This design comes from an exercise in tuning for small area and a short achievable clock period on the open sky130 flow, not from production work.
Function was checked by simulation only, so behaviour that the tests miss may differ from the original.
Power is estimated from default activity; no workload was simulated.

==> flow/design.v <==
module alu_top (
    input             clk,
    input      [7:0]  a,
    input      [7:0]  b,
    input      [3:0]  sel,
    output reg [15:0] out
);
    reg  [7:0]  a_q, b_q;
    reg  [3:0]  sel_q;
    wire [15:0] alu_out;
    always @(posedge clk) begin
        a_q   <= a;
        b_q   <= b;
        sel_q <= sel;
        out   <= alu_out;
    end
    alu u_alu (.a(a_q), .b(b_q), .sel(sel_q), .out(alu_out));
endmodule

`timescale 1ns / 1ps
module alu(
    input  [7:0]  a, b,
    input  [3:0]  sel,
    output reg [15:0] out
    );
    wire        is_inc = (sel == 4'd1);
    wire        is_sub = (sel == 4'd2);
    wire [7:0]  bop    = is_inc ? 8'd0 : (is_sub ? ~b : b);
    wire [8:0]  sum    = {1'b0, a} + {1'b0, bop} + {8'd0, (is_inc | is_sub)};
    wire [15:0] prod = a * b;
    wire [7:0] q;
    wire [7:0] r7, r6, r5, r4, r3, r2, r1, r0;
    wire [0:0] t7 = a[7];
    assign q[7] = (b[7:1] == 0) && (t7 >= b[0:0]);
    assign r7   = q[7] ? {7'd0, t7 - b[0:0]} : {7'd0, t7};
    wire [1:0] t6 = {r7[0], a[6]};
    assign q[6] = (b[7:2] == 0) && (t6 >= b[1:0]);
    assign r6   = q[6] ? {6'd0, t6 - b[1:0]} : {6'd0, t6};
    wire [2:0] t5 = {r6[1:0], a[5]};
    assign q[5] = (b[7:3] == 0) && (t5 >= b[2:0]);
    assign r5   = q[5] ? {5'd0, t5 - b[2:0]} : {5'd0, t5};
    wire [3:0] t4 = {r5[2:0], a[4]};
    assign q[4] = (b[7:4] == 0) && (t4 >= b[3:0]);
    assign r4   = q[4] ? {4'd0, t4 - b[3:0]} : {4'd0, t4};
    wire [4:0] t3 = {r4[3:0], a[3]};
    assign q[3] = (b[7:5] == 0) && (t3 >= b[4:0]);
    assign r3   = q[3] ? {3'd0, t3 - b[4:0]} : {3'd0, t3};
    wire [5:0] t2 = {r3[4:0], a[2]};
    assign q[2] = (b[7:6] == 0) && (t2 >= b[5:0]);
    assign r2   = q[2] ? {2'd0, t2 - b[5:0]} : {2'd0, t2};
    wire [6:0] t1 = {r2[5:0], a[1]};
    assign q[1] = (b[7] == 1'b0) && (t1 >= b[6:0]);
    assign r1   = q[1] ? {1'd0, t1 - b[6:0]} : {1'd0, t1};
    wire [7:0] t0 = {r1[6:0], a[0]};
    assign q[0] = (t0 >= b);
    assign r0   = q[0] ? (t0 - b) : t0;
    wire bz = (b == 8'd0);
    always @(*) begin
        case (sel)
            4'd0:  out = {7'd0, sum};
            4'd1:  out = {7'd0, sum};
            4'd2:  out = {{8{~sum[8]}}, sum[7:0]};
            4'd3:  out = prod;
            4'd4:  out = bz ? 16'd0 : {8'd0, q};
            4'd5:  out = bz ? 16'd0 : {8'd0, r0};
            4'd6:  out = {8'd0, a & b};
            4'd7:  out = {8'd0, a | b};
            4'd8:  out = {8'hff, ~(a & b)};
            4'd9:  out = {8'hff, ~(a | b)};
            4'd10: out = {8'd0, a ^ b};
            default: out = 16'd0;
        endcase
    end
endmodule
clock: 32.0 ns
lec_check: 0
abc_area: 1
cap_margin: 20
core_margin: 2
core_utilization: 70
slew_margin: 20
run.sh (not shown) runs the stock make flow with config.mk's settings and CLKGATE_MAP_FILE= SYNTH_SCRIPT=/design/flow/synth_recipe.tcl, a recipe that flattens the netlist after the stock synthesis.
The starting point went through all stages and came out clean.
Rerun with:
==> flow/flow/run.sh (new file) <==
#!/bin/bash
# Standard ORFS layout, with the resizer asked to keep a larger setup slack
# margin (so it sizes the critical paths instead of stopping at the 32 ns
# constraint) and with the smallest buffer on the ports.
set -euo pipefail
MARGIN=${MARGIN:-24}
bash standard.sh SETUP_SLACK_MARGIN=$MARGIN \
  "BUFFER_PORTS_ARGS=-buffer_cell sky130_fd_sc_hd__buf_1" finish > orfs_make.log 2>&1
==> flow/standard.sh (new file) <==
#!/bin/bash
# synth_recipe.tcl (not shown) runs the flow's synth.tcl, then flattens the netlist and writes it again
# the make line also repeats each setting of config.mk as NAME=value (left out here)
make -C /OpenROAD-flow-scripts/flow DESIGN_CONFIG=/design/flow/config.mk WORK_HOME=/design/flow/orfs CLKGATE_MAP_FILE= SYNTH_SCRIPT=/design/flow/synth_recipe.tcl "${@:-finish}"
removed: flow/run.sh
Result: The changed run ran to the end with no violations; die area does not change; wire length grows by 50%; final cell count is higher by 7.6%.
Rerun with:
==> flow/run.sh (new file) <==
#!/bin/bash
# synth_recipe.tcl (not shown) runs the flow's synth.tcl, then flattens the netlist and writes it again
# the make line also repeats each setting of config.mk as NAME=value (left out here)
make -C /OpenROAD-flow-scripts/flow DESIGN_CONFIG=/design/flow/config.mk WORK_HOME=/design/flow/orfs CLKGATE_MAP_FILE= SYNTH_SCRIPT=/design/flow/synth_recipe.tcl finish
--- a/flow/config.mk
+++ b/flow/config.mk
@@ -6,7 +6,6 @@
 export NUM_CORES = 4
 export LEC_CHECK = 0
-export ABC_AREA = 1
 export CAP_MARGIN = 20
 export CORE_MARGIN = 2
-export CORE_UTILIZATION = 70
+export CORE_UTILIZATION = 40
 export SLEW_MARGIN = 20
removed: flow/flow/run.sh
removed: flow/standard.sh
Result: The new run completed with no timing, DRC or antenna violations. Routed wire length goes down by 28%. First-iteration DRC count goes down by 55%. Setup slack got worse by 3.1 ns. Via count goes down by 21%. Combinational power goes down by about 22%. Utilization goes down by 45 points. Critical path depth goes down by 16. Sequential power goes down by about 2%. Die area goes up by about 70%. Hold slack improved by 0.15 ns.

## port drivers added, routing unchanged
Ports are ideal in the flow. The routed layouts listed here were re-timed in OpenROAD. Step 1 assumes that a clkbuf_16 drives the clock port and a buf_2 every other input. Step 2 adds t to the input delays and takes it off the output delays; t is the mean of the earliest and latest rising clock arrival at the registers after step 1. Input paths then give back, and output paths get back, about the clock's delay inside the block. Slacks: ideal ports / drivers / drivers and shift; pairs: ideal ports / drivers.
| run | t, ns | setup WS [ns] | clock arrival spread, ns | cell pins on the clock port's net |
|---|---|---|---|---|
| the first run | 0.334 | 21.196 / 21.196 / 21.196 | 0.018 / 0.019 | 1 |
| the second run | 0.355 | 22.085 / 22.085 / 22.085 | 0.012 / 0.012 | 1 |
| the third run | 0.327 | 18.944 / 18.944 / 18.944 | 0.010 / 0.010 | 1 |
After both steps setup and hold are still met in every run listed.
